Context: an optimization exercise on an open-source flow, tuned for small area. The choices shown serve that exercise and are no tape-out recipe.
In this exercise RTL edits were held to simulation tests only and were not proved equivalent to the original.
In runs 5 and 6 the design's own scripts or RTL, not TritonCTS, make the clock network.
No driver is modelled on the clock port, so clock power and skew are understated where the tree is cut down; a real chip needs a root buffer or a tree.
Power is estimated from default activity; no workload was simulated.

**design.v**
```verilog
module dianti_top(
	input		clk,
	input		rst,
	input		kin1,
	input		kin2,
	input		kin3,
	input		kin4,
	input		kin1_up,
	input		kin2_up,
	input		kin2_down,
	input		kin3_up,
	input		kin3_down,
	input		kin4_down,
	output	[7:0]	led,
	output	reg [3:0]	pos,
	output	[7:0]	seg
	);
	wire [9:0] kin = {kin4_down,kin3_down,kin3_up,kin2_down,kin2_up,kin1_up,kin4,kin3,kin2,kin1};
	reg [9:0] s1, s2;
	always @(posedge clk or posedge rst)
		if (rst) s1 <= 10'd0; else s1 <= kin;
	always @(posedge clk) s2 <= s1;	 
	wire p1 = s1[0]^s2[0], p2 = s1[1]^s2[1], p3 = s1[2]^s2[2], p4 = s1[3]^s2[3];
	wire p1u = s1[4]^s2[4], p2u = s1[5]^s2[5], p2d = s1[6]^s2[6], p3u = s1[7]^s2[7];
	wire p3d = s2[8], p4d = s2[9];
	localparam FL = 2'd0, OP = 2'd3, RD = 2'd1, MV = 2'd2;
	reg [1:0] f, k;
	reg d;
	reg r1, r1u, r2, r2u, r2d, r3, r3u, r3d, r4, r4d;
	wire [3:0] fo = 4'b1 << f;
	wire io = k == OP;
	wire kfl = k == FL;
	wire krd = k == RD;
	wire kmv = k == MV;
	always @(posedge clk or posedge rst)
		if (rst) {r1, r1u, r2, r2u, r2d, r3, r3u, r3d, r4, r4d} <= 10'd0;
		else begin
			r1  <= p1  | (r1  & ~(fo[0] & io));
			r1u <= p1u | (r1u & ~(fo[0] & krd));
			r2  <= p2  | (r2  & ~(fo[1] & io));
			r2u <= p2u | (r2u & ~(fo[1] & krd & d));
			r2d <= p2d | (r2d & ~(fo[1] & krd & ~d));
			r3  <= p3  | (r3  & ~(fo[2] & io));
			r3u <= p3u | (r3u & ~(fo[2] & krd & d));
			r3d <= p3d | (r3d & ~(fo[2] & krd & ~d));
			r4  <= p4  | (r4  & ~(fo[3] & io));
			r4d <= p4d | (r4d & ~(fo[3] & krd));
		end
	wire q1 = r1 | r1u, q2 = r2 | r2u | r2d, q3 = r3 | r3u | r3d, q4 = r4 | r4d;
	wire rf  = fo[0]&r1 | fo[1]&r2 | fo[2]&r3 | fo[3]&r4;
	wire rfu = fo[0]&r1u | fo[1]&r2u | fo[2]&r3u;
	wire rfd = fo[1]&r2d | fo[2]&r3d | fo[3]&r4d;
	wire ab = fo[0]&(q2|q3|q4) | fo[1]&(q3|q4) | fo[2]&q4;
	wire be = fo[1]&q1 | fo[2]&(q1|q2) | fo[3]&(q1|q2|q3);
	wire cu = rf | rfu, cd = rf | rfd;
	wire dop = fo[0] | (~fo[3] & d);
	reg [10:0] cnt;
	always @(posedge clk) cnt <= (io | kmv) ? {cnt[9:0], cnt[10] ^ cnt[1]} : 11'd174;
	wire openDone = &{cnt[10], ~cnt[9], cnt[8], ~cnt[7], ~cnt[5], ~cnt[4], cnt[3], ~cnt[1], cnt[0]};	 
	wire moveDone = &{cnt[9], cnt[7], cnt[3], cnt[2], cnt[0]};					 
	wire k1 = &{~cnt[10], ~cnt[9], ~cnt[7], cnt[6], cnt[4], cnt[2], ~cnt[1], cnt[0]};		 
	wire k952 = &{~cnt[8], cnt[7], cnt[6], cnt[5], cnt[3], ~cnt[2], ~cnt[1], cnt[0]};		 
	wire fc = cnt[10];	 
	reg g;
	always @(posedge clk) g <= ~io | k952 | (g & ~k1);
	wire doorOpen = ~g;
	always @(posedge clk or posedge rst)
		if (rst) begin f <= 2'd0; k <= FL; d <= 1'b0; end
		else case (k)
			FL: if (rf) begin k <= OP; d <= dop; end
				else if (d) begin
					if (rfu) begin k <= OP; d <= 1'b1; end else if (ab) begin k <= MV; d <= 1'b1; end
					else if (rfd) begin k <= OP; d <= 1'b0; end else if (be) begin k <= MV; d <= 1'b0; end
				end else begin
					if (rfd) begin k <= OP; d <= 1'b0; end else if (be) begin k <= MV; d <= 1'b0; end
					else if (rfu) begin k <= OP; d <= 1'b1; end else if (ab) begin k <= MV; d <= 1'b1; end
				end
			OP: if (openDone) k <= RD;
			RD: if (d) begin
					if (ab) k <= MV; else if (fo[2] & rfd) begin k <= OP; d <= 1'b0; end
					else if (be) begin k <= MV; d <= 1'b0; end else if (cu) k <= OP;
				end else begin
					if (be) k <= MV; else if (ab) begin k <= MV; d <= 1'b1; end else if (cd) k <= OP;
				end
			MV: if (moveDone) begin k <= FL; f <= d ? f + 2'd1 : f - 2'd1; end
		endcase
	reg [3:0] nib;
	always @(*)
		case (f)
			2'd0: nib = kfl ? 4'd0 : io ? 4'd1 : krd ? 4'd2 : 4'd3;
			2'd1: nib = kfl ? 4'd4 : io ? (d ? 4'd5 : 4'd7) : krd ? (d ? 4'd6 : 4'd8) : (d ? 4'd9 : 4'd10);
			2'd2: nib = kfl ? 4'd11 : io ? (d ? 4'd12 : 4'd14) : krd ? (d ? 4'd13 : 4'd15) : (d ? 4'd0 : 4'd1);
			default: nib = kfl ? 4'd2 : io ? 4'd3 : krd ? 4'd4 : 4'd5;
		endcase
	wire [1:0] fl = (kfl & fc) ? (d ? f - 2'd1 : f + 2'd1) : f;
	reg la, ledr;
	reg [1:0] lf;
	always @(posedge clk or posedge rst)
		if (rst) la <= 1'b0;
		else if (!la) la <= p1 | p1u | p2 | p2u | p2d | p3 | p3u | p3d | p4 | p4d;
		else if (lf == fl) la <= 1'b0;
	always @(posedge clk)
		if (!la) lf <= (p4 | p4d) ? 2'd3 : (p1 | p1u) ? 2'd0 : (p3 | p3u | p3d) ? 2'd2 : 2'd1;
	always @(posedge clk or posedge rst)
		if (rst) ledr <= 1'b0; else ledr <= la;
	assign led = {8{ledr}};
	wire sel0 = pos[3] | ~|pos[2:0];
	reg mu, md;
	always @(posedge clk) if (sel0) begin mu <= kmv & d; md <= kmv & ~d; end
	reg seen;
	always @(posedge clk or posedge rst)
		if (rst) seen <= 1'b0; else if (pos[1]) seen <= seen | io;
	wire [3:0] dn = {seen, seen, seen & ~doorOpen, doorOpen};
	wire [3:0] rn = {1'b1, ~mu & ~md, mu | md, md};
	wire [3:0] fn = {1'b0, fl == 2'd3, fl[0] ^ fl[1], ~fl[0]};
	reg [3:0] dataP;
	always @(posedge clk or posedge rst)
		if (rst) begin pos <= 4'd0; dataP <= 4'd0; end
		else begin
			pos <= {pos[2:0], sel0};
			dataP <= sel0 ? dn : pos[0] ? nib : pos[1] ? rn : fn;
		end
	reg [6:0] sg;
	always @(*)
		case (dataP)
			4'd0: sg = 7'b011_1111;
			4'd1: sg = 7'b000_0110;
			4'd2: sg = 7'b101_1011;
			4'd3: sg = 7'b100_1111;
			4'd4: sg = 7'b110_0110;
			4'd5: sg = 7'b110_1101;
			4'd6: sg = 7'b111_1101;
			4'd7: sg = 7'b000_0111;
			4'd8: sg = 7'b111_1111;
			4'd9: sg = 7'b110_1111;
			4'd10: sg = 7'b011_1110;
			4'd11: sg = 7'b101_1110;
			4'd12: sg = 7'b100_0000;
			4'd13: sg = 7'b111_0011;
			4'd14: sg = 7'b011_1001;
			default: sg = 7'b000_1000;
		endcase
	assign seg = {1'b0, sg};
endmodule
```
**run.sh**
```bash
#!/bin/bash
# synth_recipe.tcl (not shown) runs the flow's synth.tcl, then flattens the netlist and writes it again
# the make line also repeats each setting of config.mk as NAME=value (left out here)
make -C /OpenROAD-flow-scripts/flow DESIGN_CONFIG=/design/flow/config.mk WORK_HOME=/design/flow/orfs CLKGATE_MAP_FILE= SYNTH_SCRIPT=/design/flow/synth_recipe.tcl finish
```
**config.mk**
```make
export PLATFORM = sky130hd
export DESIGN_NAME = dianti_top
export DESIGN_NICKNAME = dianti_top
export VERILOG_FILES = /design/flow/design.v
export SDC_FILE = /design/flow/constraint.sdc
export NUM_CORES = 4
export LEC_CHECK = 0
export CAP_MARGIN = 20
export CORE_MARGIN = 2
export CORE_UTILIZATION = 40
export CTS_BUF_LIST = sky130_fd_sc_hd__clkbuf_8
export CTS_CLUSTER_DIAMETER = 200
export CTS_CLUSTER_SIZE = 64
export SLEW_MARGIN = 20
```
**constraint.sdc**
```tcl
create_clock -name core_clock -period 6.0 [get_ports {clk}]
set_input_delay 1.2000 -clock core_clock [delete_from_list [all_inputs] [get_ports {clk}]]
set_output_delay 1.2000 -clock core_clock [all_outputs]
set_load 0.01 [all_outputs]
```
==> impl_metrics.py, run 1 <==
metrics = {
    "cells_and_area": {
        "multi_input_area_um2": 1420,
        "drive_gt1_share_pct": 9.970,
        "final-seq-area_um2": 1461,
        "final_cell_area_um2": 3575,
        "finalNetCount": 357,
        "antenna_cells": 0,
        "fillers": 669,
        "area_delta_synth_final_pct": 16.61,
        "utilization_pct": 48.76,
    },
    "clocking": {
        "worstSkewPairLatency_ps": 340,
        "cts-root-buf": "clkbuf_8",
        "clkSinkCount": 62,
        "h-tree-depth": 3,
        "cts_setup_buffers": 0,
        "clk_pin_slew_ps": 80,
        "cts_tree": "done",
        "cts_resized": 0,
        "clock_path_buffers": 2,
        "cts_buffers": 9,
        "hold_buffers": 0,
    },
    "worst_hold_path": {
        "hold_class": "register to register",
        "hold-path-cell-count": 0,
    },
    "drt": {
        "drc": 0,
        "vias": 2223,
        "first_pass_iters": 5,
        "viasPerCell": 5.170,
        "drt_iter0_markers": 157,
        "wl_per_cell_um": 13.45,
        "ant_nets": 0,
        "routed_wl_um": 5783,
    },
    "sta": {
        "setup_ws_ps": 2652,
        "relSlewSlack_pct": 58.86,
        "slew_viol_final": 0,
        "hold_slack_ps": 334.5,
        "period_needed_ps": 3348,
        "min_period_over_period_pct": 55.80,
        "hold_violations": 0,
        "tightest_slew_ps": 617.0,
        "fmax_mhz": 298.7,
        "tns_ps": 0,
        "rsz0062_at_grt": "no",
        "skew_ps": 10.67,
        "setup_violations": 0,
    },
    "global_routing": {
        "grt_max_degree": 37,
        "overflow": 0,
        "grt_pass1_vias": 2114,
        "antenna_found_initial": 0,
        "grt_first_pass_wirelength_um": 10230,
        "gr-usage-all-layers_pct": 15.18,
    },
    "yosys": {
        "synth_flop_cell": "dfrtp_1",
        "synthMuxAreaShare_pct": 3.388,
        "synth_area_um2": 3065,
        "synth_fa_ha_area_share_pct": 7.755,
        "synth_cell_types": 57,
        "synth-async-reset-ratio_pct": 58.06,
        "seq_area_frac_synth_pct": 47.67,
        "synth_nets": 339,
        "synthCells": 308,
        "synth_top_family_by_area": "compound AO/OA/AOI/OAI gates",
        "synth-seq-cells": 62,
        "synthXorXnorAreaFrac_pct": 4.000,
        "yosysWarnings": 1,
        "synth_enable_flop_cells": 4,
        "synthSimpleGateAreaFrac_pct": 13.96,
        "synth-compound-area-share_pct": 17.10,
        "avgSynthCellArea_um2": 9.953,
    },
    "worst_setup_path": {
        "worstSetupEndpoint": "seg[0]",
        "crit_chain": "inv_1 -> ha_1 -> nand2b_1 -> o21ai_0 -> a21oi_1 -> clkdlybuf4s50_1",
        "timing.rr.end": "k[1]",
        "reg2reg_setup_slack_ps": 3420,
        "startpoint_type": "register",
        "required_ps": 4800,
        "worstRegToRegCells": 8,
        "arrival_ps": 2150,
        "critPathLaunch": "dataP[0]",
        "rr_startpoint": "f[0]",
        "critical_path.max_fanout": 4,
        "crit_slowest_cell": "clkdlybuf4s50_1",
        "critPathKind": "register to primary output",
        "worst_path_largest_cell_delay_ps": 540,
        "end_kind": "primary output",
    },
    "floorplan": {
        "die_area_um2": 8380,
        "rows": 31,
        "start_util_pct": 41.82,
        "core-area_um2": 7331,
        "die_h_um": 91.54,
        "io_pins": 32,
        "die_x_um": 91.54,
    },
    "placement": {
        "dp_hpwl_um": 4083,
        "place_congestion": 0.8152,
        "port-buffer-count": 30,
        "dpl-instance-area_um2": 3369,
        "pre_cts_ws_ps": 3008,
    },
    "status": {
        "status": "complete, no violations",
    },
    "job": {
        "maxCapViolations": 0,
    },
    "power_and_ir_drop": {
        "powerDensity_nw_per_um2": 447.6,
        "leakage_nw": 1.424,
        "ir_worst_vdd_mv": 0.1299,
    },
}
-- cells in the final DEF (no fill, tap or decap), drive strengths merged, types with 7 or more instances in the layout --
cell type,Yosys,routed
a21o,8,8
a21oi,7,7
clkbuf,11,10
clkdlybuf4s50,0,30
dfrtp,36,36
dfxtp,22,22
ha,19,19
inv,15,17
mux2i,7,7
nand2,30,30
nor2,21,21
nor3,8,8
o21ai,24,24
or2,7,7
xnor2,8,8
-- per-layer routing --
layer  vias to the layer above  track usage, %  routed length (um)
li1                       1095               -                   -
met1                      1058           20.26                2817
met2                        62           23.77                2607
met3                         8           4.896                 311
met4                         0           3.914                  47
met5                         -               0                   0
-- cell families after synthesis --
logic type,after synthesis
simple gates,89
mux,10
other cells,1
compound gates,74
xor+xnor,14
fa+ha+maj,19
buf+inv,39
flops,62
-- area by class of cell --
cell class / instances / area share, %
Tap cell: 99 / 3.465
Multi-Input combinational cell: 207 / 39.73
Clock inverter: 6 / 1.890
Inverter: 15 / 1.575
Clock buffer: 10 / 3.850
Timing Repair Buffer: 31 / 8.610
Sequential cell: 62 / 40.88
-- cell usage after synthesis, types with 7 or more instances --
| library cell | n | share of area [%] |
|---|---|---|
| xnor2_1 | 8 | 2.3 |
| or2_2 | 7 | 1.4 |
| clkbuf_1 | 11 | 1.3 |
| mux2i_1 | 7 | 2.3 |
| dfxtp_1 | 22 | 14 |
| a21o_1 | 8 | 2.0 |
| o21ai_0 | 23 | 3.8 |
| nand2_1 | 30 | 3.7 |
| inv_1 | 15 | 1.8 |
| ha_1 | 19 | 7.8 |
| nor2_1 | 21 | 2.6 |
| a21oi_1 | 7 | 1.1 |
| dfrtp_1 | 36 | 29 |
| buf_4 | 9 | 2.2 |
-- how the worst min path moves through the flow --
| stage | startpoint | endpoint |
|---|---|---|
| floorplan | s1[8] | s2[8] |
| global placement | s1[8] | s2[8] |
| detailed placement | s1[9] | s2[9] |
| CTS | s1[8] | s2[8] |
| global route | s1[8] | s2[8] |
| finish | s1[8] | s2[8] |
-- critical path, delay by kind of cell, from the launching register on --
kind	cells	cell delay, ps
AND/OR/NAND/NOR	1	140
AO/OA/AOI/OAI	2	250
buffers and inverters	2	650
flip-flops	1	400
adder cells (fa/ha/maj)	1	360
-- sequential cells by signal, summed over array words and instances (netlist names), 2 cells and up --
name   cells
s2        10
lf         2
dataP      4
pos        4
k          2
f          2
s1        10
cnt       11
-- where the power goes --
group	internal (mW)	switching, mW	total (mW)
combinational	0.295	0.350	0.645
sequential	0.500	0.0830	0.583
clock	0.205	0.167	0.372
total	1.00	0.600	1.60
-- per-stage QoR --
step           std cells  total power, mW
3_3_place_gp         414            1.227
2_1_floorplan        308            1.068
3_5_place_dp         414            1.230
4_1_cts              430            1.612
6_report             430            1.600
5_1_grt              430            1.720
==> inputs of run 2 (changes only) <==
--- a/config.mk
+++ b/config.mk
@@ -8,7 +8,7 @@
 export CAP_MARGIN = 20
 export CORE_MARGIN = 2
 export CORE_UTILIZATION = 40
-export CTS_BUF_LIST = sky130_fd_sc_hd__clkbuf_8
-export CTS_CLUSTER_DIAMETER = 200
-export CTS_CLUSTER_SIZE = 64
+export CTS_BUF_LIST = sky130_fd_sc_hd__clkbuf_16
+export CTS_CLUSTER_DIAMETER = 500
+export CTS_CLUSTER_SIZE = 100
 export SLEW_MARGIN = 20
==> run 2 against run 1 <==
Effect of this change:
- still clean
- count of clock-buffer cells in the layout stayed put
- cell area is 2.4% higher
- first-iteration DRC count is 13% higher
- global-route usage is 0.38 points higher
- maximum frequency is 0.20% higher
- routed wire length is 2.1% higher
- area after synthesis stayed put
- clock power is 34% higher
- setup slack better by 6.7 ps
==> impl_metrics.py, run 2 <==
metrics = {
    "status": {
        "status": "complete, no violations",
    },
    "yosys": {
        "avgSynthCellArea_um2": 9.953,
        "synthCells": 308,
        "synth_enable_flop_cells": 4,
        "synth_common_cells": "dfrtp_1 (36), nand2_1 (30), o21ai_0 (23), dfxtp_1 (22), nor2_1 (21)",
        "synth_top_area_cell": "dfrtp_1",
        "synth_area_um2": 3065,
        "yosysWarnings": 1,
        "synth-async-reset-ratio_pct": 58.06,
        "synth_cell_types": 57,
        "synth-seq-cells": 62,
        "ys_top_cells_by_area": "dfrtp_1 (29%), dfxtp_1 (14%), ha_1 (7.8%), edfxtp_1 (3.9%), o21ai_0 (3.8%)",
        "synth_most_common_cell": "dfrtp_1",
        "seq_area_frac_synth_pct": 47.67,
        "synth_top_area_share_pct": 29.39,
        "synth_nets": 339,
        "synth_flop_cell": "dfrtp_1",
    },
    "sta": {
        "skew_ps": 8.426,
        "setup_violations": 0,
        "relSlewSlack_pct": 58.01,
        "hold_violations": 0,
        "period_needed_ps": 3341,
        "tns_ps": 0,
        "tightest_slew_ps": 629.9,
        "slew_viol_final": 0,
        "fmax_mhz": 299.3,
        "min_period_over_period_pct": 55.69,
        "rsz0062_at_grt": "no",
    },
    "clocking": {
        "worstSkewPairLatency_ps": 330,
        "clk_pin_slew_ps": 60,
        "clkSinkCount": 62,
        "cts_tree": "done",
        "h-tree-depth": 3,
        "clock_path_buffers": 2,
        "cts_setup_buffers": 0,
        "hold_buffers": 0,
        "cts_resized": 0,
        "cts_buffers": 9,
        "cts-root-buf": "clkbuf_16",
    },
    "power_and_ir_drop": {
        "intPower_mw": 1.101,
        "leakage_nw": 1.463,
        "clkPwrFrac_pct": 28.7,
        "combPwrFrac_pct": 37.5,
        "switchingPower_mw": 0.6291,
        "ir_worst_vdd_mv": 0.1646,
        "seqPwrFrac_pct": 33.8,
        "switching_share_pct": 36.37,
        "powerDensity_nw_per_um2": 472.5,
        "power.total_mw": 1.730,
    },
    "placement": {
        "dp_cells": 414,
        "dp_hpwl_um": 4083,
        "port-buffer-count": 30,
        "place_congestion": 0.8152,
    },
    "worst_setup_path": {
        "arrival_ps": 2140,
        "rr_startpoint": "f[0]",
        "crit_cells": 6,
        "crit_slowest_cell": "clkdlybuf4s50_1",
        "reg2reg_setup_slack_ps": 3410,
        "worstRegToRegCells": 8,
        "path_delay_family": "buffers and inverters",
        "crit_chain": "inv_1 -> ha_1 -> nand2b_1 -> o21ai_0 -> a21oi_1 -> clkdlybuf4s50_1",
        "startpoint_type": "register",
        "required_ps": 4800,
        "end_kind": "primary output",
        "worstSetupEndpoint": "seg[0]",
        "timing.rr.end": "k[1]",
        "critPathLaunch": "dataP[0]",
        "critical_path.max_fanout": 4,
        "worst-path-buf-inv": 2,
        "worst_path_largest_cell_delay_ps": 540,
        "critPathKind": "register to primary output",
    },
    "cells_and_area": {
        "finalNetCount": 357,
        "top_regs": "cnt x11, s1 x10, s2 x10",
        "final-seq-area_um2": 1461,
        "layout_commonest_cell": "dfrtp_1",
        "antenna_cells": 0,
        "regMostFlops": "cnt",
        "area_delta_synth_final_pct": 19.43,
        "drive_gt1_share_pct": 9.668,
        "layout_common_cells": "dfrtp_1 (36), nand2_1 (30), clkdlybuf4s50_1 (30)",
        "multi_input_area_um2": 1420,
        "layout.cells.non_filler": 430,
        "largest_reg_flops": 11,
        "fillers": 657,
    },
    "floorplan": {
        "io_pins": 32,
        "die_x_um": 91.54,
        "core-area_um2": 7331,
        "die_h_um": 91.54,
        "start_util_pct": 41.82,
        "die_area_um2": 8380,
        "rows": 31,
    },
    "drt": {
        "routed_wl_um": 5905,
        "drt_iter0_markers": 178,
        "wl_per_cell_um": 13.73,
        "ant_nets": 0,
        "first_pass_iters": 4,
        "drc": 0,
        "viasPerCell": 5.181,
        "vias": 2228,
    },
    "global_routing": {
        "grt_pass1_vias": 2123,
        "grt_max_degree": 37,
        "overflow": 0,
        "antenna_found_initial": 0,
        "grt_first_pass_wirelength_um": 10340,
        "gr-usage-all-layers_pct": 15.56,
    },
    "job": {
        "maxCapViolations": 0,
    },
    "worst_hold_path": {
        "hold_class": "register to register",
        "worstHoldStart": "s1[8]",
    },
}
-- run 2: stage by stage --
| step | hold slack, ps | utilization, % | cell area, um2 | worst slack, ps |
|---|---|---|---|---|
| 2_1_floorplan | 324.2 | - | 3065 | 3584 |
| 3_5_place_dp | 328.5 | 45.96 | 3369 | 3008 |
| 5_1_grt | 355.8 | 49.94 | 3661 | 2459 |
| 3_3_place_gp | 325.7 | 45.96 | 3369 | 3055 |
| 4_1_cts | 341.1 | 49.94 | 3661 | 2646 |
| 6_report | 335.6 | 49.94 | 3661 | 2659 |
-- run 2: kinds of logic after synthesis --
kind of cell    count (synthesis)  synth area share [%]
compound gates                 74                 17.10
fa+ha+maj                      19                 7.755
mux                            10                 3.388
buf+inv                        39                 5.999
xor+xnor                       14                 4.000
other cells                     1                0.1223
flops                          62                 47.67
simple gates                   89                 13.96
-- run 2: worst reg2reg max path, cell delays in order (launching register included) --
cell      delay [ps]
dfrtp_1          450
inv_1             90
ha_1             350
a222oi_1         660
nand2_1          140
o21ai_1          100
a22oi_1          110
o211ai_2         230
mux2_1           340
-- run 2: layout make-up --
type / instances / area share (%)
clock buffer: 10 / 6.835
clock inverter: 6 / 1.128
inverter: 15 / 1.538
multi-input combinational: 207 / 38.79
sequential: 62 / 39.92
tap: 99 / 3.383
timing repair buffer: 31 / 8.407
-- run 2: worst min path at each step --
stage / to / slack, ps / depth (start not counted)
floorplan: s2[8] / 320 / 0
global placement: s2[8] / 330 / 0
detailed placement: s2[9] / 330 / 0
CTS: s2[9] / 340 / 0
global route: s2[8] / 360 / 0
finish: s2[8] / 340 / 0
-- run 2: power by group through the flow --
stage / combinational, mW / sequential, mW / clock, mW
floorplan: 0.506 / 0.562 / 0
global placement: 0.638 / 0.589 / 0
detailed placement: 0.640 / 0.590 / 0
CTS: 0.646 / 0.583 / 0.503
global route: 0.721 / 0.597 / 0.523
finish: 0.649 / 0.584 / 0.497
-- run 2: metal layers --
layer  wire [um]  part of all wire (%)  up-vias  track usage [%]
met5           0                     0        -                0
met4          65                   1.1        0            5.808
met3         331                   5.6        8            5.477
met2        2636                    45       58            23.16
met1        2871                    49     1068            20.77
li1            -                     -     1094                -
==> inputs of run 3 (changes only) <==
--- a/design.v
+++ b/design.v
@@ -55,15 +55,11 @@
 	wire cu = rf | rfu, cd = rf | rfd;
 	wire dop = fo[0] | (~fo[3] & d);
 	reg [10:0] cnt;
-	always @(posedge clk) cnt <= (io | kmv) ? {cnt[9:0], cnt[10] ^ cnt[1]} : 11'd174;
-	wire openDone = &{cnt[10], ~cnt[9], cnt[8], ~cnt[7], ~cnt[5], ~cnt[4], cnt[3], ~cnt[1], cnt[0]};	 
-	wire moveDone = &{cnt[9], cnt[7], cnt[3], cnt[2], cnt[0]};					 
-	wire k1 = &{~cnt[10], ~cnt[9], ~cnt[7], cnt[6], cnt[4], cnt[2], ~cnt[1], cnt[0]};		 
-	wire k952 = &{~cnt[8], cnt[7], cnt[6], cnt[5], cnt[3], ~cnt[2], ~cnt[1], cnt[0]};		 
-	wire fc = cnt[10];	 
-	reg g;
-	always @(posedge clk) g <= ~io | k952 | (g & ~k1);
-	wire doorOpen = ~g;
+	always @(posedge clk) cnt <= (io | kmv) ? cnt + 11'd1 : 11'd71;
+	wire openDone = &{cnt[10:7], cnt[5:4], cnt[1:0]};	 
+	wire moveDone = cnt[8] & cnt[2] & cnt[0];		 
+	wire fc = cnt[8];					 
+	wire doorOpen = io & ~cnt[10] & (|{cnt[9:7], cnt[5:4]} | (cnt[3] & |cnt[2:0]));
 	always @(posedge clk or posedge rst)
 		if (rst) begin f <= 2'd0; k <= FL; d <= 1'b0; end
 		else case (k)
--- a/config.mk
+++ b/config.mk
@@ -8,7 +8,4 @@
 export CAP_MARGIN = 20
 export CORE_MARGIN = 2
 export CORE_UTILIZATION = 40
-export CTS_BUF_LIST = sky130_fd_sc_hd__clkbuf_16
-export CTS_CLUSTER_DIAMETER = 500
-export CTS_CLUSTER_SIZE = 100
 export SLEW_MARGIN = 20
==> run 3 against run 2 <==
Effect of this change:
- maximum frequency fell by 0.68%
- critical path type unchanged
- via count increased by 2.9%
- setup slack got worse by 23 ps
==> impl_metrics.py, run 3 <==
metrics = {
    "sta": {
        "hold_violations": 0,
        "tns_ps": 0,
        "setup_violations": 0,
        "slew_viol_final": 0,
        "hold_slack_ps": 345.9,
        "setup_ws_ps": 2636,
        "skew_ps": 6.171,
        "period_needed_ps": 3364,
        "fmax_mhz": 297.3,
        "tightest_slew_ps": 649.5,
        "rsz0062_at_grt": "no",
        "relSlewSlack_pct": 56.70,
        "min_period_over_period_pct": 56.06,
    },
    "worst_setup_path": {
        "crit_slowest_cell": "clkdlybuf4s50_1",
        "required_ps": 4800,
        "crit_chain": "inv_1 -> ha_1 -> nand2_1 -> o211ai_1 -> o31a_1 -> clkdlybuf4s50_1",
        "rr_startpoint": "k[0]",
        "worst_path_largest_cell_delay_ps": 530,
        "critical_path.max_fanout": 8,
        "worst-path-buf-inv": 2,
        "path_delay_family": "buffers and inverters",
        "critPathLaunch": "dataP[1]",
        "startpoint_type": "register",
        "critPathKind": "register to primary output",
        "end_kind": "primary output",
        "arrival_ps": 2160,
    },
    "clocking": {
        "worstSkewPairLatency_ps": 350,
        "cts_tree": "done",
        "clkSinkCount": 61,
        "clock_path_buffers": 2,
        "cts-root-buf": "clkbuf_8",
        "cts_resized": 0,
        "clk_pin_slew_ps": 70,
        "cts_setup_buffers": 0,
        "h-tree-depth": 3,
        "cts_buffers": 9,
        "hold_buffers": 0,
    },
    "global_routing": {
        "grt_max_degree": 37,
        "overflow": 0,
        "grt_pass1_vias": 2126,
        "antenna_found_initial": 0,
        "grt_first_pass_wirelength_um": 9846,
        "gr-usage-all-layers_pct": 14.80,
    },
    "placement": {
        "pre_cts_ws_ps": 3010,
        "dp_cells": 437,
        "place_congestion": 0.7620,
        "port-buffer-count": 30,
        "dp_hpwl_um": 4168,
    },
    "drt": {
        "routed_wl_um": 5874,
        "ant_nets": 0,
        "drc": 0,
        "vias": 2292,
        "wl_per_cell_um": 12.97,
        "first_pass_iters": 4,
        "viasPerCell": 5.060,
        "drt_iter0_markers": 83,
    },
    "cells_and_area": {
        "drive_gt1_share_pct": 8.547,
        "layout_common_cells": "dfrtp_1 (36), clkdlybuf4s50_1 (30), nand2_1 (29)",
        "layout.cells.non_filler": 453,
        "layout_commonest_cell": "dfrtp_1",
        "utilization_pct": 47.88,
        "largest_reg_flops": 11,
        "top_regs": "cnt x11, s1 x10, s2 x10",
        "regMostFlops": "cnt",
        "antenna_cells": 0,
        "finalNetCount": 380,
        "area_delta_synth_final_pct": 16.15,
    },
    "yosys": {
        "synth_top_area_share_pct": 28.42,
        "synth-seq-cells": 61,
        "synth_top_area_cell": "dfrtp_1",
        "synth_common_cells": "dfrtp_1 (36), nand2_1 (29), nor2_1 (27), ha_1 (22), dfxtp_1 (21)",
        "synth_enable_flop_cells": 4,
        "synth_nets": 361,
        "ys_top_cells_by_area": "dfrtp_1 (28%), dfxtp_1 (13%), ha_1 (8.7%), edfxtp_1 (3.8%), nand2_1 (3.4%)",
        "synth_flop_cell": "dfrtp_1",
        "synth-async-reset-ratio_pct": 59.02,
        "seq_area_frac_synth_pct": 45.48,
        "yosysWarnings": 1,
        "synth_most_common_cell": "dfrtp_1",
        "synthCells": 327,
        "synth_area_um2": 3169,
        "avgSynthCellArea_um2": 9.692,
        "synth_cell_types": 55,
    },
    "floorplan": {
        "rows": 32,
        "io_pins": 32,
        "die_area_um2": 8651,
        "die_h_um": 93.01,
        "core-area_um2": 7687,
        "start_util_pct": 41.23,
        "die_x_um": 93.01,
    },
    "worst_hold_path": {
        "worstHoldStart": "s1[8]",
        "hold_class": "register to register",
    },
    "power_and_ir_drop": {
        "ir_worst_vdd_mv": 0.1720,
        "leakage_nw": 1.532,
        "powerDensity_nw_per_um2": 373.3,
    },
    "job": {
        "maxCapViolations": 0,
    },
    "status": {
        "status": "complete, no violations",
    },
}
## run 3: path summary, 6_finish.rpt
| path | depth (start not counted) | endpoint | slack [ps] |
|---|---|---|---|
| worst min register to register | 0 | s2[8] | 350 |
| min in group asynchronous | 3 | pos[1] | 1250 |
| max in group asynchronous | 3 | r3d | 4430 |
| worst max register to register | 9 | dataP[1] | 3650 |
| worst min-delay path | 0 | s2[8] | 350 |
| worst max-delay path | 6 | seg[0] | 2640 |
## run 3: layer usage
metal	vias up	wire length, um	GRT usage [%]
met2	32	2954	24.46
met4	0	91	7.598
met5	-	0	0
met1	1096	2660	17.63
li1	1156	-	-
met3	8	167	4.110
## run 3: where the power goes
part,leakage [nW],switching [mW],internal [mW]
Combinational,0.828,0.246,0.223
Clock,0.100,0.174,0.194
Sequential,0.605,0.0727,0.465
## run 3: cell type report
type / count / area [um2]
Tap cell: 102 / 127.6
Inverter: 18 / 67.56
Multi-Input combinational cell: 225 / 1539
Clock inverter: 7 / 73.82
Clock buffer: 9 / 123.9
Timing Repair Buffer: 31 / 307.8
Fill cell: 724 / 4006
Sequential cell: 61 / 1441
## run 3: cells by family after synthesis
group,count (synthesis),share of synthesized area [%]
xor+xnor,21,5.804
mux,12,3.869
compound gates,69,14.69
fa+ha+maj,22,8.685
flops,61,45.48
simple gates,100,15.40
other cells,1,0.1183
buf+inv,41,5.961
## run 3: worst reg2reg max path, cell delays in order, from the launching register on
cell and delay [ps]:
dfrtp_1 450, inv_1 160, ha_1 380, nand2_1 190, xnor2_1 340, ha_1 290, nor2_1 90, a211oi_1 60
a21oi_1 160, o22ai_1 90
## run 3: through the flow
step	cell area, um2	total power, mW
floorplan	3169	0.8728
global placement	3483	1.010
detailed placement	3483	1.018
finish	3681	1.374
global route	3681	1.471
CTS	3681	1.392
==> inputs of run 4 (changes only) <==
--- a/design.v
+++ b/design.v
@@ -55,11 +55,15 @@
 	wire cu = rf | rfu, cd = rf | rfd;
 	wire dop = fo[0] | (~fo[3] & d);
 	reg [10:0] cnt;
-	always @(posedge clk) cnt <= (io | kmv) ? cnt + 11'd1 : 11'd71;
-	wire openDone = &{cnt[10:7], cnt[5:4], cnt[1:0]};	 
-	wire moveDone = cnt[8] & cnt[2] & cnt[0];		 
-	wire fc = cnt[8];					 
-	wire doorOpen = io & ~cnt[10] & (|{cnt[9:7], cnt[5:4]} | (cnt[3] & |cnt[2:0]));
+	always @(posedge clk) cnt <= (io | kmv) ? {cnt[9:0], cnt[10] ^ cnt[1]} : 11'd174;
+	wire openDone = &{cnt[10], ~cnt[9], cnt[8], ~cnt[7], ~cnt[5], ~cnt[4], cnt[3], ~cnt[1], cnt[0]};	 
+	wire moveDone = &{cnt[9], cnt[7], cnt[3], cnt[2], cnt[0]};					 
+	wire k1 = &{~cnt[10], ~cnt[9], ~cnt[7], cnt[6], cnt[4], cnt[2], ~cnt[1], cnt[0]};		 
+	wire k952 = &{~cnt[8], cnt[7], cnt[6], cnt[5], cnt[3], ~cnt[2], ~cnt[1], cnt[0]};		 
+	wire fc = cnt[10];	 
+	reg g;
+	always @(posedge clk) g <= ~io | k952 | (g & ~k1);
+	wire doorOpen = ~g;
 	always @(posedge clk or posedge rst)
 		if (rst) begin f <= 2'd0; k <= FL; d <= 1'b0; end
 		else case (k)
==> flow/run.sh (new file) <==
#!/bin/bash
# Layout flow: the standard synthesis, then the combinational logic re-mapped
# for area by ABC (registers untouched), small port buffers, and a single-buffer
# clock tree. Every tool's output goes to a log_*.txt file in this folder.
set -euo pipefail
W=$PWD
R=$W/orfs/results/$FLOW_PLATFORM/dianti_top/base
LIB=$FLOW_HOME/platforms/sky130hd/lib/sky130_fd_sc_hd__tt_025C_1v80.lib
DONT_USE="-dont_use sky130_fd_sc_hd__lpflow_bleeder_1 -dont_use sky130_fd_sc_hd__lpflow_clkbufkapwr_1 -dont_use sky130_fd_sc_hd__lpflow_clkbufkapwr_16 -dont_use sky130_fd_sc_hd__lpflow_clkbufkapwr_2 -dont_use sky130_fd_sc_hd__lpflow_clkbufkapwr_4 -dont_use sky130_fd_sc_hd__lpflow_clkbufkapwr_8 -dont_use sky130_fd_sc_hd__lpflow_clkinvkapwr_1 -dont_use sky130_fd_sc_hd__lpflow_clkinvkapwr_16 -dont_use sky130_fd_sc_hd__lpflow_clkinvkapwr_2 -dont_use sky130_fd_sc_hd__lpflow_clkinvkapwr_4 -dont_use sky130_fd_sc_hd__lpflow_clkinvkapwr_8 -dont_use sky130_fd_sc_hd__lpflow_decapkapwr_12 -dont_use sky130_fd_sc_hd__lpflow_decapkapwr_3 -dont_use sky130_fd_sc_hd__lpflow_decapkapwr_4 -dont_use sky130_fd_sc_hd__lpflow_decapkapwr_6 -dont_use sky130_fd_sc_hd__lpflow_decapkapwr_8 -dont_use sky130_fd_sc_hd__lpflow_inputiso0n_1 -dont_use sky130_fd_sc_hd__lpflow_inputiso0p_1 -dont_use sky130_fd_sc_hd__lpflow_inputiso1n_1 -dont_use sky130_fd_sc_hd__lpflow_inputiso1p_1 -dont_use sky130_fd_sc_hd__lpflow_inputisolatch_1 -dont_use sky130_fd_sc_hd__lpflow_isobufsrc_1 -dont_use sky130_fd_sc_hd__lpflow_isobufsrc_16 -dont_use sky130_fd_sc_hd__lpflow_isobufsrc_2 -dont_use sky130_fd_sc_hd__lpflow_isobufsrc_4 -dont_use sky130_fd_sc_hd__lpflow_isobufsrc_8 -dont_use sky130_fd_sc_hd__lpflow_isobufsrckapwr_16 -dont_use sky130_fd_sc_hd__lpflow_lsbuf_lh_hl_isowell_tap_1 -dont_use sky130_fd_sc_hd__lpflow_lsbuf_lh_hl_isowell_tap_2 -dont_use sky130_fd_sc_hd__lpflow_lsbuf_lh_hl_isowell_tap_4 -dont_use sky130_fd_sc_hd__lpflow_lsbuf_lh_isowell_4 -dont_use sky130_fd_sc_hd__lpflow_lsbuf_lh_isowell_tap_1 -dont_use sky130_fd_sc_hd__lpflow_lsbuf_lh_isowell_tap_2 -dont_use sky130_fd_sc_hd__lpflow_lsbuf_lh_isowell_tap_4 -dont_use sky130_fd_sc_hd__probe_p_8 -dont_use sky130_fd_sc_hd__probec_p_8 "

cat >> config.mk <<'EOC'
export BUFFER_PORTS_ARGS = -buffer_cell sky130_fd_sc_hd__buf_1
EOC
[ -f flow/extra.mk ] && cat flow/extra.mk >> config.mk

bash standard.sh synth > log_synth.txt 2>&1
cp $R/1_2_yosys.v std_netlist.v

# re-map the combinational logic with several ABC scripts, keep the smallest
python3 flow/gen_cellmap.py $LIB std_netlist.v cellmap.v > log_cellmap.txt 2>&1
best=""; best_area=""
for s in flow/abc_*.script; do
  n=$(basename $s .script)
  cat > reopt_$n.ys <<EOY
read_liberty -lib $LIB
read_verilog std_netlist.v
hierarchy -top $FLOW_TOP
techmap -map cellmap.v
techmap
opt -fast
abc -script $W/$s -liberty $LIB $DONT_USE -D 6000
opt_clean -purge
hilomap -singleton -hicell sky130_fd_sc_hd__conb_1 HI -locell sky130_fd_sc_hd__conb_1 LO
splitnets
opt_clean -purge
insbuf -buf sky130_fd_sc_hd__buf_4 A X
tee -o stat_$n.txt stat -liberty $LIB
write_verilog -noattr -nohex -nodec net_$n.v
EOY
  if ! timeout 600 yosys -s reopt_$n.ys > log_reopt_$n.txt 2>&1; then continue; fi
  a=$(grep "Chip area" stat_$n.txt | awk '{print $NF}')
  if [ -z "$best" ] || python3 -c "import sys; sys.exit(0 if $a < $best_area else 1)"; then best=$n; best_area=$a; fi
done
echo "best netlist: $best $best_area" > log_choice.txt
if [ -n "$best" ]; then
  cp net_$best.v $R/1_2_yosys.v
  rm -f $R/1_synth.odb
  bash standard.sh synth > log_synth_odb.txt 2>&1
fi

bash standard.sh finish > log_layout.txt 2>&1
==> flow/abc_s3.script (new file) <==
strash
dch
amap
==> flow/abc_s4.script (new file) <==
&get -n
&st
&syn2
&dch
&nf -a
&st
&syn2
&dch
&nf -a
&st
&dch
&nf -a
&put
==> flow/abc_s9.script (new file) <==
&get -n
&st
&deepsyn -T 20
&dch
&nf -a
&put
==> flow/gen_cellmap.py (new file) <==
# Generate Verilog behavioural models (for yosys techmap) of the combinational cells
# of the sky130hd liberty that a netlist uses.
import re, sys
lib, netlist, out = sys.argv[1], sys.argv[2], sys.argv[3]
used = set(re.findall(r'^\s*(sky130_fd_sc_hd__\w+)\s', open(netlist).read(), re.M))
txt = open(lib).read()
mods = []
for m in re.finditer(r'\n\s*cell\s*\(\s*"?(sky130_fd_sc_hd__\w+)"?\s*\)\s*\{', txt):
    name = m.group(1)
    if name not in used: continue
    # cell body: find matching brace
    i = m.end(); depth = 1
    while depth:
        c = txt[i]
        if c == '{': depth += 1
        elif c == '}': depth -= 1
        i += 1
    body = txt[m.end():i]
    if re.search(r'\b(ff|latch|statetable)\s*\(', body): continue
    pins = []
    for pm in re.finditer(r'\bpin\s*\(\s*"?(\w+)"?\s*\)\s*\{', body):
        j = pm.end(); d = 1
        while d:
            c = body[j]
            if c == '{': d += 1
            elif c == '}': d -= 1
            j += 1
        pb = body[pm.end():j]
        dirm = re.search(r'direction\s*:\s*"?(\w+)"?', pb)
        fm = re.search(r'function\s*:\s*"([^"]*)"', pb)
        pins.append((pm.group(1), dirm.group(1) if dirm else None, fm.group(1) if fm else None))
    ins = [p for p, d, f in pins if d == 'input']
    outs = [(p, f) for p, d, f in pins if d == 'output']
    if not outs or any(f is None for p, f in outs):
        print("skip", name, file=sys.stderr); continue
    def conv(f):
        f = f.replace('!', '~').replace('*', '&').replace('+', '|')
        f = re.sub(r'(\w)\s+(?=[\w(~])', r'\1 & ', f)
        f = re.sub(r'\)\s+(?=[\w(~])', ') & ', f)
        return f
    ports = ins + [p for p, f in outs]
    s = "module %s(%s);\n" % (name, ", ".join(ports))
    for p in ins: s += "  input %s;\n" % p
    for p, f in outs: s += "  output %s;\n  assign %s = %s;\n" % (p, p, conv(f))
    s += "endmodule\n"
    mods.append(s)
open(out, 'w').write("(* techmap_celltype = \"\" *)\n".join([]) + "".join(mods))
==> standard.sh (new file) <==
#!/bin/bash
# synth_recipe.tcl (not shown) runs the flow's synth.tcl, then flattens the netlist and writes it again
# the make line also repeats each setting of config.mk as NAME=value (left out here)
make -C /OpenROAD-flow-scripts/flow DESIGN_CONFIG=/design/flow/config.mk WORK_HOME=/design/flow/orfs CLKGATE_MAP_FILE= SYNTH_SCRIPT=/design/flow/synth_recipe.tcl "${@:-finish}"
--- a/config.mk
+++ b/config.mk
@@ -9,3 +9,4 @@
 export CORE_MARGIN = 2
 export CORE_UTILIZATION = 40
 export SLEW_MARGIN = 20
+export BUFFER_PORTS_ARGS = -buffer_cell sky130_fd_sc_hd__buf_1
removed: run.sh
==> run 4 against run 3 <==
Effect of this change:
- still clean on timing, DRC and antenna
- sequential share of layout area grew 10 points
- clock power down 13%
- area after synthesis decreased by 16%
- maximum frequency grew 16%
- non-clock buffer count unchanged
- combinational power down 62%
- clock skew increased by 5.8 ps
- critical endpoint is now seg[5]
- largest cell class is now flip-flops and latches
==> impl_metrics.py, run 4 <==
metrics = {
    "clocking": {
        "worstSkewPairLatency_ps": 340,
        "cts_buffers": 9,
        "hold_buffers": 0,
        "cts-root-buf": "clkbuf_8",
        "clock_path_buffers": 2,
        "cts_setup_buffers": 0,
        "clkSinkCount": 62,
        "cts_tree": "done",
        "h-tree-depth": 3,
        "cts_resized": 0,
        "clk_pin_slew_ps": 70,
    },
    "cells_and_area": {
        "fillers": 635,
        "layout.cells.non_filler": 374,
        "largest_reg_flops": 11,
        "area_delta_synth_final_pct": 11.95,
        "layout_commonest_cell": "dfrtp_1",
        "antenna_cells": 0,
        "regMostFlops": "cnt",
        "drive_gt1_share_pct": 5.387,
        "multi_input_area_um2": 1075,
        "top_regs": "cnt x11, s1 x10, s2 x10",
        "finalNetCount": 304,
        "final-seq-area_um2": 1461,
        "layout_common_cells": "dfrtp_1 (36), buf_1 (30), nand2_1 (29)",
    },
    "sta": {
        "tns_ps": 0,
        "slew_viol_final": 0,
        "relSlewSlack_pct": 31.69,
        "fmax_mhz": 343.5,
        "min_period_over_period_pct": 48.52,
        "hold_violations": 0,
        "skew_ps": 11.99,
        "tightest_slew_ps": 1010,
        "setup_violations": 0,
        "period_needed_ps": 2911,
        "rsz0062_at_grt": "no",
    },
    "yosys": {
        "avgSynthCellArea_um2": 10.19,
        "synth_nets": 272,
        "yosysWarnings": 1,
        "synth_area_um2": 2649,
        "synthCells": 260,
    },
    "floorplan": {
        "die_area_um2": 7289,
        "core-area_um2": 6386,
        "die_h_um": 85.38,
        "start_util_pct": 41.48,
        "rows": 29,
        "die_x_um": 85.38,
        "io_pins": 32,
    },
    "power_and_ir_drop": {
        "ir_worst_vdd_mv": 0.2153,
        "leakage_nw": 1.117,
        "powerDensity_nw_per_um2": 342.9,
        "power.total_mw": 1.017,
    },
    "placement": {
        "dp_cells": 358,
        "place_congestion": 0.8804,
        "dp_hpwl_um": 3644,
        "port-buffer-count": 30,
    },
    "global_routing": {
        "overflow": 0,
        "grt_use_met1_pct": 19.83,
        "grt_pass1_vias": 1807,
        "grt_first_pass_wirelength_um": 8818,
        "antenna_found_initial": 0,
        "use_met2_pct": 24.50,
        "gr-usage-all-layers_pct": 15.40,
        "use_met3_pct": 4.475,
        "grt_max_degree": 37,
        "top_usage_layer": "met2",
    },
    "worst_setup_path": {
        "required_ps": 4800,
        "startpoint_type": "register",
        "crit_chain": "nand2b_1 -> mux2i_1 -> clkinv_1 -> o32a_1 -> buf_1",
        "worst_path_largest_cell_delay_ps": 450,
        "critPathKind": "register to primary output",
        "arrival_ps": 1710,
        "end_kind": "primary output",
        "critical_path.max_fanout": 8,
        "crit_slowest_cell": "dfrtp_1",
    },
    "status": {
        "status": "complete, no violations",
    },
    "drt": {
        "viasPerCell": 5.267,
        "wl_per_cell_um": 13.72,
        "ant_nets": 0,
        "drt_iter0_markers": 149,
        "routed_wl_um": 5132,
        "first_pass_iters": 4,
        "vias": 1970,
        "drc": 0,
    },
    "job": {
        "maxCapViolations": 0,
    },
    "worst_hold_path": {
        "hold_class": "register to register",
    },
}
==> run 4: where the power goes <==
part / switching, mW / total [mW] / internal, mW
clock: 0.160 / 0.321 / 0.161
combinational: 0.101 / 0.180 / 0.0792
sequential: 0.0505 / 0.515 / 0.465
==> run 4: critical path: cells and delay by family (launching register included) <==
family / cells / cell delay [ps]
DFF: 1 / 450
buffers and inverters: 2 / 240
muxes: 1 / 240
and+or+nand+nor: 1 / 160
AOI/OAI and AO/OA: 1 / 290
==> run 4: layout make-up <==
cell class	count	area share [%]
sequential	62	49.28
tap	77	3.249
clock inverter	5	1.139
timing repair buffer	31	4.051
clock buffer	11	4.768
multi-input combinational	178	36.24
inverter	10	1.266
==> run 4: per-layer routing <==
metal	routed length, um	vias to the layer above	part of all wire [%]
li1	-	977	-
met1	2303	926	45
met2	2505	60	49
met3	262	7	5.1
met4	59	0	1.1
met5	0	-	0
==> run 4: per-stage QoR <==
step	utilization [%]	hold slack, ps	cell area, um2	setup slack [ps]
2_1_floorplan	-	324.2	2649	3465
3_3_place_gp	43.69	327.8	2790	3265
3_5_place_dp	43.69	326.9	2790	3176
4_1_cts	46.43	345.0	2965	3079
5_1_grt	46.43	352.9	2965	2882
6_report	46.43	343.6	2965	3089
==> run 4: path summary, 6_finish.rpt <==
check,depth (start not counted),to,start,slack [ps]
min in group asynchronous,3,k[1],rst,920
hold / removal,0,s2[9],s1[9],340
setup reg to reg,7,k[0],f[0],3100
setup / recovery,5,seg[5],dataP[3],3090
hold reg to reg,0,s2[9],s1[9],340
max in group asynchronous,3,r1u,rst,4750
==> inputs of run 5 (changes only) <==
--- a/flow/run.sh
+++ b/flow/run.sh
@@ -48,4 +48,7 @@
   bash standard.sh synth > log_synth_odb.txt 2>&1
 fi
 
+bash standard.sh place > log_place.txt 2>&1
+# clock tree: four clkbuf_8 fed by the clock port, each driving a quarter of the registers
+bash standard.sh run RUN_SCRIPT=$W/flow/cts.tcl RUN_LOG_NAME_STEM=4_1_cts_my > log_cts.txt 2>&1
 bash standard.sh finish > log_layout.txt 2>&1
==> flow/cts.tcl (new file) <==
proc my_split_clock { clkname bufmaster nx ny } {
  set block [ord::get_db_block]
  set db [ord::get_db]
  set clknet [$block findNet $clkname]
  set master [$db findMaster $bufmaster]
  set sinks {}
  foreach it [$clknet getITerms] {
    set i [$it getInst]
    set loc [$i getLocation]
    lappend sinks [list $it [lindex $loc 0] [lindex $loc 1]]
  }
  set sinks [lsort -integer -index 1 $sinks]
  set n [llength $sinks]
  set groups {}
  for {set a 0} {$a < $nx} {incr a} {
    set lo [expr {$a * $n / $nx}]; set hi [expr {($a + 1) * $n / $nx - 1}]
    set col [lsort -integer -index 2 [lrange $sinks $lo $hi]]
    set m [llength $col]
    for {set b 0} {$b < $ny} {incr b} {
      set lo2 [expr {$b * $m / $ny}]; set hi2 [expr {($b + 1) * $m / $ny - 1}]
      lappend groups [lrange $col $lo2 $hi2]
    }
  }
  set k 0
  foreach g $groups {
    set inst [odb::dbInst_create $block $master clkbuf_leaf_$k]
    set net [odb::dbNet_create $block clk_leaf_$k]
    $net setSigType CLOCK
    set sx 0; set sy 0
    foreach s $g {
      set it [lindex $s 0]
      $it disconnect
      $it connect $net
      set sx [expr {$sx + [lindex $s 1]}]; set sy [expr {$sy + [lindex $s 2]}]
    }
    [$inst findITerm A] connect $clknet
    [$inst findITerm X] connect $net
    $inst setLocation [expr {$sx / [llength $g]}] [expr {$sy / [llength $g]}]
    $inst setPlacementStatus PLACED
    incr k
  }
}

utl::set_metrics_stage "cts__{}"
source $::env(SCRIPTS_DIR)/load.tcl
erase_non_stage_variables cts
load_design 3_place.odb 3_place.sdc

my_split_clock clk sky130_fd_sc_hd__clkbuf_8 2 2
set_propagated_clock [all_clocks]

estimate_parasitics -placement
set_placement_padding -global \
  -left $::env(CELL_PAD_IN_SITES_DETAIL_PLACEMENT) \
  -right $::env(CELL_PAD_IN_SITES_DETAIL_PLACEMENT)
detailed_placement
estimate_parasitics -placement
repair_timing_helper
detailed_placement
check_placement -verbose
report_clock_skew
report_worst_slack -min
report_worst_slack -max
report_metrics 4 "cts final"
orfs_write_db $::env(RESULTS_DIR)/4_1_cts.odb
orfs_write_sdc $::env(RESULTS_DIR)/4_cts.sdc
==> run 5 against run 4 <==
Effect of this change:
- still clean
- combinational power barely moved
- hold slack better by 3.2 ps
- flip-flop and latch count stayed put
- synthesized cell count did not move
- critical endpoint is now k[0]
- largest cell class unchanged
- largest power group unchanged
==> impl_metrics.py, run 5 <==
metrics = {
    "drt": {
        "vias": 1937,
        "ant_nets": 0,
        "drt_iter0_markers": 102,
        "drc": 0,
        "first_pass_iters": 4,
        "viasPerCell": 5.351,
        "dr_wl_met3_um": 194,
        "m1WireLength_um": 2242,
        "top_layer": "met4",
        "routed_wl_um": 4960,
        "wl_per_cell_um": 13.70,
        "dr_wl_met2_um": 2427,
    },
    "worst_hold_path": {
        "hold_class": "register to register",
    },
    "cells_and_area": {
        "layout_commonest_cell": "dfrtp_1",
        "largest_reg_flops": 11,
        "top_regs": "cnt x11, s1 x10, s2 x10",
        "layout_common_cells": "dfrtp_1 (36), buf_1 (30), nand2_1 (29)",
        "finalNetCount": 299,
        "area_delta_synth_final_pct": 7.416,
        "antenna_cells": 0,
        "drive_gt1_share_pct": 1.754,
        "regMostFlops": "cnt",
    },
    "power_and_ir_drop": {
        "leakage_nw": 1.060,
        "switching_share_pct": 29.16,
        "seqPwrFrac_pct": 60.2,
        "combPwrFrac_pct": 21.2,
        "switchingPower_mw": 0.2490,
        "powerDensity_nw_per_um2": 300.1,
        "power.total_mw": 0.8538,
        "ir_worst_vdd_mv": 0.1961,
        "clkPwrFrac_pct": 18.6,
        "intPower_mw": 0.6049,
    },
    "floorplan": {
        "core-area_um2": 6386,
        "rows": 29,
        "die_h_um": 85.38,
        "start_util_pct": 41.48,
        "die_x_um": 85.38,
        "io_pins": 32,
        "die_area_um2": 7289,
    },
    "yosys": {
        "avgSynthCellArea_um2": 10.19,
        "yosysWarnings": 1,
        "synth_area_um2": 2649,
        "synth_nets": 272,
        "synthCells": 260,
    },
    "sta": {
        "slew_viol_final": 0,
        "tightest_slew_ps": 995.3,
        "setup_violations": 0,
        "period_needed_ps": 2912,
        "relSlewSlack_pct": 32.71,
        "fmax_mhz": 343.4,
        "rsz0062_at_grt": "no",
        "min_period_over_period_pct": 48.53,
        "skew_ps": 8.611,
        "hold_violations": 0,
        "tns_ps": 0,
    },
    "clocking": {
        "clk_pin_slew_ps": 100,
        "worstSkewPairLatency_ps": 150,
    },
    "global_routing": {
        "overflow": 0,
        "antenna_found_initial": 0,
        "gr-usage-all-layers_pct": 13.74,
        "grt_first_pass_wirelength_um": 8466,
        "grt_pass1_vias": 1756,
        "grt_max_degree": 37,
    },
    "worst_setup_path": {
        "critical_path.max_fanout": 18,
        "startpoint_type": "register",
        "required_ps": 6040,
        "end_kind": "register",
        "critPathKind": "register to register",
        "arrival_ps": 2950,
    },
    "job": {
        "maxCapViolations": 0,
    },
    "status": {
        "status": "complete, no violations",
    },
    "placement": {
        "place_congestion": 0.8804,
        "port-buffer-count": 30,
        "dp_hpwl_um": 3644,
    },
}
==> run 5: path summary, 6_finish.rpt <==
check / start / endpoint / slack, ps / cells after the start
worst max-delay path: f[0] / k[0] / 3090 / 7
worst min-delay path: s1[9] / s2[9] / 350 / 0
worst max register to register: f[0] / k[0] / 3090 / 7
worst min register to register: s1[9] / s2[9] / 350 / 0
max in group asynchronous: rst / r4 / 4570 / 3
min in group asynchronous: rst / pos[3] / 1100 / 3
==> run 5: per-stage QoR <==
stage	hold slack, ps	utilization [%]	setup WS, ps	std cells	area, um2
final	346.9	44.55	3088	362	2845
after global routing	355.4	44.55	2882	362	2845
after detailed placement	326.9	43.69	3176	358	2790
after global placement	327.8	43.69	3265	358	2790
after floorplan	324.2	-	3465	260	2649
==> run 5: worst max-delay path, cell delays in order (launching register included) <==
cell and delay [ps]:
dfrtp_1 570, nor2b_1 290, a221o_1 400, a2111o_1 360, a2111oi_0 630, o21ai_0 180, a21boi_0 240, o22ai_1 120
==> run 5: final cells by class <==
class,count,area (um2)
plain buffers,4,55.05
fillers,628,3541
inverters,10,37.54
multi-input cells,178,1075
flip-flops and latches,62,1461
well taps,77,96.34
repair buffers,31,120.1
==> run 5: per-layer routing <==
metal	up-vias	track usage [%]
li1	959	-
met1	915	19.08
met2	54	23.65
met3	9	0.7782
met4	0	3.319
met5	-	0
==> run 5: power by group through the flow <==
stage,Clock (mW),Combinational (mW),Sequential [mW]
2_1_floorplan,0,0.154,0.509
3_3_place_gp,0,0.180,0.522
3_5_place_dp,0,0.181,0.523
4_1_cts,0.168,0.182,0.514
5_1_grt,0.180,0.204,0.523
6_report,0.159,0.181,0.514
==> inputs of run 6 (changes only) <==
--- a/design.v
+++ b/design.v
@@ -64,33 +64,67 @@
 	reg g;
 	always @(posedge clk) g <= ~io | k952 | (g & ~k1);
 	wire doorOpen = ~g;
+	reg [1:0] kn, fn_; reg dn_;
+	always @(*) begin
+		kn = k; dn_ = d; fn_ = f;
+		case (k)
+			FL: if (rf) begin kn = OP; dn_ = dop; end
+				else if (d) begin
+					if (rfu) begin kn = OP; dn_ = 1'b1; end else if (ab) begin kn = MV; dn_ = 1'b1; end
+					else if (rfd) begin kn = OP; dn_ = 1'b0; end else if (be) begin kn = MV; dn_ = 1'b0; end
+				end else begin
+					if (rfd) begin kn = OP; dn_ = 1'b0; end else if (be) begin kn = MV; dn_ = 1'b0; end
+					else if (rfu) begin kn = OP; dn_ = 1'b1; end else if (ab) begin kn = MV; dn_ = 1'b1; end
+				end
+			OP: if (openDone) kn = RD;
+			RD: if (d) begin
+					if (ab) kn = MV; else if (fo[2] & rfd) begin kn = OP; dn_ = 1'b0; end
+					else if (be) begin kn = MV; dn_ = 1'b0; end else if (cu) kn = OP;
+				end else begin
+					if (be) kn = MV; else if (ab) begin kn = MV; dn_ = 1'b1; end else if (cd) kn = OP;
+				end
+			MV: if (moveDone) begin kn = FL; fn_ = d ? f + 2'd1 : f - 2'd1; end
+		endcase
+	end
 	always @(posedge clk or posedge rst)
-		if (rst) begin f <= 2'd0; k <= FL; d <= 1'b0; end
-		else case (k)
-			FL: if (rf) begin k <= OP; d <= dop; end
-				else if (d) begin
-					if (rfu) begin k <= OP; d <= 1'b1; end else if (ab) begin k <= MV; d <= 1'b1; end
-					else if (rfd) begin k <= OP; d <= 1'b0; end else if (be) begin k <= MV; d <= 1'b0; end
-				end else begin
-					if (rfd) begin k <= OP; d <= 1'b0; end else if (be) begin k <= MV; d <= 1'b0; end
-					else if (rfu) begin k <= OP; d <= 1'b1; end else if (ab) begin k <= MV; d <= 1'b1; end
-				end
-			OP: if (openDone) k <= RD;
-			RD: if (d) begin
-					if (ab) k <= MV; else if (fo[2] & rfd) begin k <= OP; d <= 1'b0; end
-					else if (be) begin k <= MV; d <= 1'b0; end else if (cu) k <= OP;
-				end else begin
-					if (be) k <= MV; else if (ab) begin k <= MV; d <= 1'b1; end else if (cd) k <= OP;
-				end
-			MV: if (moveDone) begin k <= FL; f <= d ? f + 2'd1 : f - 2'd1; end
-		endcase
+		if (rst) begin f <= 2'd0; k <= FL; end
+		else begin f <= fn_; k <= kn; end
+	always @(posedge clk) d <= dn_;
 	reg [3:0] nib;
 	always @(*)
-		case (f)
-			2'd0: nib = kfl ? 4'd0 : io ? 4'd1 : krd ? 4'd2 : 4'd3;
-			2'd1: nib = kfl ? 4'd4 : io ? (d ? 4'd5 : 4'd7) : krd ? (d ? 4'd6 : 4'd8) : (d ? 4'd9 : 4'd10);
-			2'd2: nib = kfl ? 4'd11 : io ? (d ? 4'd12 : 4'd14) : krd ? (d ? 4'd13 : 4'd15) : (d ? 4'd0 : 4'd1);
-			default: nib = kfl ? 4'd2 : io ? 4'd3 : krd ? 4'd4 : 4'd5;
+		case ({f, k, d})
+			5'd0: nib = 4'd1;
+			5'd1: nib = 4'd1;
+			5'd2: nib = 4'd12;
+			5'd3: nib = 4'd12;
+			5'd4: nib = 4'd2;
+			5'd5: nib = 4'd2;
+			5'd6: nib = 4'd11;
+			5'd7: nib = 4'd11;
+			5'd8: nib = 4'd0;
+			5'd9: nib = 4'd0;
+			5'd10: nib = 4'd4;
+			5'd11: nib = 4'd14;
+			5'd12: nib = 4'd10;
+			5'd13: nib = 4'd6;
+			5'd14: nib = 4'd3;
+			5'd15: nib = 4'd15;
+			5'd16: nib = 4'd9;
+			5'd17: nib = 4'd9;
+			5'd18: nib = 4'd5;
+			5'd19: nib = 4'd13;
+			5'd20: nib = 4'd11;
+			5'd21: nib = 4'd1;
+			5'd22: nib = 4'd7;
+			5'd23: nib = 4'd8;
+			5'd24: nib = 4'd12;
+			5'd25: nib = 4'd12;
+			5'd26: nib = 4'd0;
+			5'd27: nib = 4'd0;
+			5'd28: nib = 4'd15;
+			5'd29: nib = 4'd15;
+			5'd30: nib = 4'd2;
+			5'd31: nib = 4'd2;
 		endcase
 	wire [1:0] fl = (kfl & fc) ? (d ? f - 2'd1 : f + 2'd1) : f;
 	reg la, ledr;
@@ -110,12 +144,14 @@
 	reg seen;
 	always @(posedge clk or posedge rst)
 		if (rst) seen <= 1'b0; else if (pos[1]) seen <= seen | io;
-	wire [3:0] dn = {seen, seen, seen & ~doorOpen, doorOpen};
-	wire [3:0] rn = {1'b1, ~mu & ~md, mu | md, md};
-	wire [3:0] fn = {1'b0, fl == 2'd3, fl[0] ^ fl[1], ~fl[0]};
+	wire [3:0] dn = ~seen ? 4'd1 : doorOpen ? 4'd13 : 4'd7;
+	wire [3:0] rn = mu ? 4'd10 : md ? 4'd9 : 4'd8;
+	reg [3:0] fn;
+	always @(*)
+		case (fl) 2'd0: fn = 4'd11; 2'd1: fn = 4'd12; 2'd2: fn = 4'd2; default: fn = 4'd0; endcase
 	reg [3:0] dataP;
 	always @(posedge clk or posedge rst)
-		if (rst) begin pos <= 4'd0; dataP <= 4'd0; end
+		if (rst) begin pos <= 4'd0; dataP <= 4'd1; end
 		else begin
 			pos <= {pos[2:0], sel0};
 			dataP <= sel0 ? dn : pos[0] ? nib : pos[1] ? rn : fn;
@@ -123,22 +159,22 @@
 	reg [6:0] sg;
 	always @(*)
 		case (dataP)
-			4'd0: sg = 7'b011_1111;
-			4'd1: sg = 7'b000_0110;
-			4'd2: sg = 7'b101_1011;
-			4'd3: sg = 7'b100_1111;
-			4'd4: sg = 7'b110_0110;
-			4'd5: sg = 7'b110_1101;
-			4'd6: sg = 7'b111_1101;
-			4'd7: sg = 7'b000_0111;
-			4'd8: sg = 7'b111_1111;
-			4'd9: sg = 7'b110_1111;
-			4'd10: sg = 7'b011_1110;
-			4'd11: sg = 7'b101_1110;
-			4'd12: sg = 7'b100_0000;
-			4'd13: sg = 7'b111_0011;
-			4'd14: sg = 7'b011_1001;
-			default: sg = 7'b000_1000;
+			4'd0: sg = 7'b1100110;
+			4'd1: sg = 7'b0111111;
+			4'd2: sg = 7'b1001111;
+			4'd3: sg = 7'b0000111;
+			4'd4: sg = 7'b1111111;
+			4'd5: sg = 7'b0001000;
+			4'd6: sg = 7'b1101111;
+			4'd7: sg = 7'b0111001;
+			4'd8: sg = 7'b1000000;
+			4'd9: sg = 7'b1011110;
+			4'd10: sg = 7'b0111110;
+			4'd11: sg = 7'b0000110;
+			4'd12: sg = 7'b1011011;
+			4'd13: sg = 7'b1110011;
+			4'd14: sg = 7'b1111101;
+			4'd15: sg = 7'b1101101;
 		endcase
 	assign seg = {1'b0, sg};
 endmodule
==> run 6 against run 5 <==
Effect of this change:
- still clean
- first-iteration DRC count down 17%
- flip-flop and latch count did not move
- routed wire length is 5.6% lower
- power rose by 3.6%
- final cell count is 4.7% lower
- largest cell class unchanged
- highest routed layer unchanged
==> impl_metrics.py, run 6 <==
metrics = {
    "sta": {
        "setup_violations": 0,
        "min_period_over_period_pct": 43.40,
        "slew_viol_final": 0,
        "setup_ws_ps": 3396,
        "hold_violations": 0,
        "period_needed_ps": 2604,
        "tightest_slew_ps": 649.7,
        "rsz0062_at_grt": "no",
        "relSlewSlack_pct": 56.69,
        "fmax_mhz": 384.0,
        "tns_ps": 0,
        "skew_ps": 10.08,
    },
    "drt": {
        "wl_per_cell_um": 13.57,
        "first_pass_iters": 6,
        "vias": 1823,
        "drt_iter0_markers": 85,
        "viasPerCell": 5.284,
        "routed_wl_um": 4681,
        "ant_nets": 0,
        "drc": 0,
    },
    "worst_setup_path": {
        "end_kind": "primary output",
        "worst_path_largest_cell_delay_ps": 560,
        "critPathKind": "register to primary output",
        "worstSetupEndpoint": "seg[5]",
        "critPathLaunch": "dataP[0]",
        "required_ps": 4800,
        "worstRegToRegCells": 6,
        "timing.rr.end": "d",
        "crit_slowest_cell": "dfstp_2",
        "reg2reg_setup_slack_ps": 3630,
        "rr_startpoint": "f[0]",
        "startpoint_type": "register",
        "critical_path.max_fanout": 4,
        "arrival_ps": 1400,
        "crit_chain": "nor2b_1 -> a21oi_1 -> o22a_1 -> buf_1",
    },
    "global_routing": {
        "grt_max_degree": 36,
        "grt_pass1_vias": 1731,
        "overflow": 0,
        "gr-usage-all-layers_pct": 13.78,
        "antenna_found_initial": 0,
        "grt_first_pass_wirelength_um": 8273,
    },
    "power_and_ir_drop": {
        "leakage_nw": 1.010,
        "powerDensity_nw_per_um2": 320.7,
        "ir_worst_vdd_mv": 0.2264,
    },
    "cells_and_area": {
        "area_delta_synth_final_pct": 7.983,
        "fillers": 628,
        "final_cell_area_um2": 2759,
        "antenna_cells": 0,
        "layout_commonest_cell": "dfrtp_1",
        "layout_common_cells": "dfrtp_1 (34), buf_1 (30), nand2_1 (24)",
        "drive_gt1_share_pct": 2.239,
        "regMostFlops": "cnt",
        "top_regs": "cnt x11, s1 x10, s2 x10",
        "finalNetCount": 282,
        "largest_reg_flops": 11,
    },
    "placement": {
        "place_congestion": 0.8565,
        "pre_cts_ws_ps": 3585,
        "dpl-instance-area_um2": 2704,
        "dp_hpwl_um": 3385,
        "port-buffer-count": 30,
    },
    "floorplan": {
        "die_h_um": 83.92,
        "io_pins": 32,
        "rows": 29,
        "die_area_um2": 7043,
        "start_util_pct": 40.70,
        "core-area_um2": 6277,
        "die_x_um": 83.92,
    },
    "yosys": {
        "synth_nets": 254,
        "synth_area_um2": 2555,
        "yosysWarnings": 1,
        "synthCells": 242,
        "avgSynthCellArea_um2": 10.56,
    },
    "job": {
        "maxCapViolations": 0,
    },
    "clocking": {
        "worstSkewPairLatency_ps": 150,
        "clk_pin_slew_ps": 90,
    },
    "worst_hold_path": {
        "hold_class": "register to register",
    },
    "status": {
        "status": "complete, no violations",
    },
}
run 6: cell count changes in the layout (fill, tap and decap cells not counted), moves of 3 or more:
cell      delta
nand4_1      +3
nand2_1      -5
clkinv_1     -4
nor2_1       -6
xnor2_1      +4
nand2b_1     -4
a221oi_1     -3
nand3_1      +5
nor4b_1      -3
xor2_1       -3
run 6: through the flow:
step                      total power, mW  util [%]  std cells  hold WS (ps)
after floorplan                    0.6876         -        242         324.2
after global placement             0.7350     43.07        341         326.2
after detailed placement           0.7355     43.07        341         337.5
after global routing               0.9434     43.95        345         368.2
final                              0.8847     43.95        345         352.6
run 6: worst min path at each step:
stage	from	cells after the start	endpoint	slack [ps]
6_report	s1[9]	0	s2[9]	350
3_3_place_gp	s1[9]	0	s2[9]	330
2_1_floorplan	s1[8]	0	s2[8]	320
5_1_grt	s1[8]	0	s2[8]	370
3_5_place_dp	s1[9]	0	s2[9]	340
4_1_cts	s1[9]	0	s2[9]	360
run 6: report_power, final:
group | internal, mW | switching (mW) | total [mW]
Sequential | 0.484 | 0.0679 | 0.552
Clock | 0.0616 | 0.0972 | 0.159
Combinational | 0.0816 | 0.0919 | 0.174
run 6: layer usage:
layer	routed length, um	up-vias	track usage, %
met5	0	-	0
met4	75	0	1.906
met3	141	6	0.8902
met2	2272	33	23.85
met1	2192	873	19.62
li1	-	911	-
run 6: critical path, delay by kind of cell, from the launching register on:
kind	cells	cell delay, ps
DFF	1	560
buffers and inverters	1	120
AOI/OAI and AO/OA	2	350
and+or+nand+nor	1	210
run 6: area by class of cell:
type	instances	area, um2	area share (%)
well taps	77	96.34	3.492
multi-input cells	165	997.2	36.15
plain buffers	4	55.05	1.995
flip-flops and latches	62	1468	53.20
repair buffers	31	120.1	4.354
inverters	6	22.52	0.8163

## static timing again, ports no longer ideal
Ports are ideal in the flow. The routed layouts listed here were re-timed in OpenROAD.
Step 1 assumes that a clkbuf_16 drives the clock port and a buf_2 every other input.
Step 2, shift: input delay + t, output delay - t, t = (earliest + latest rising clock arrival at the registers) / 2. This alone moves slack from input paths to output paths.
Three values: no drivers, after step 1, after step 2; two values: the first two.
run | t (ns) | setup slack, ns
run 1 | 0.362 | 2.652 / 2.624 / 2.986
run 2 | 0.361 | 2.659 / 2.627 / 2.988
run 3 | 0.370 | 2.636 / 2.609 / 2.979
run 4 | 0.360 | 3.089 / 3.063 / 3.103
run 5 | 0.205 | 3.088 / 3.088 / 3.088
run 6 | 0.202 | 3.396 / 3.341 / 3.543
After both steps every run listed still meets setup and hold.
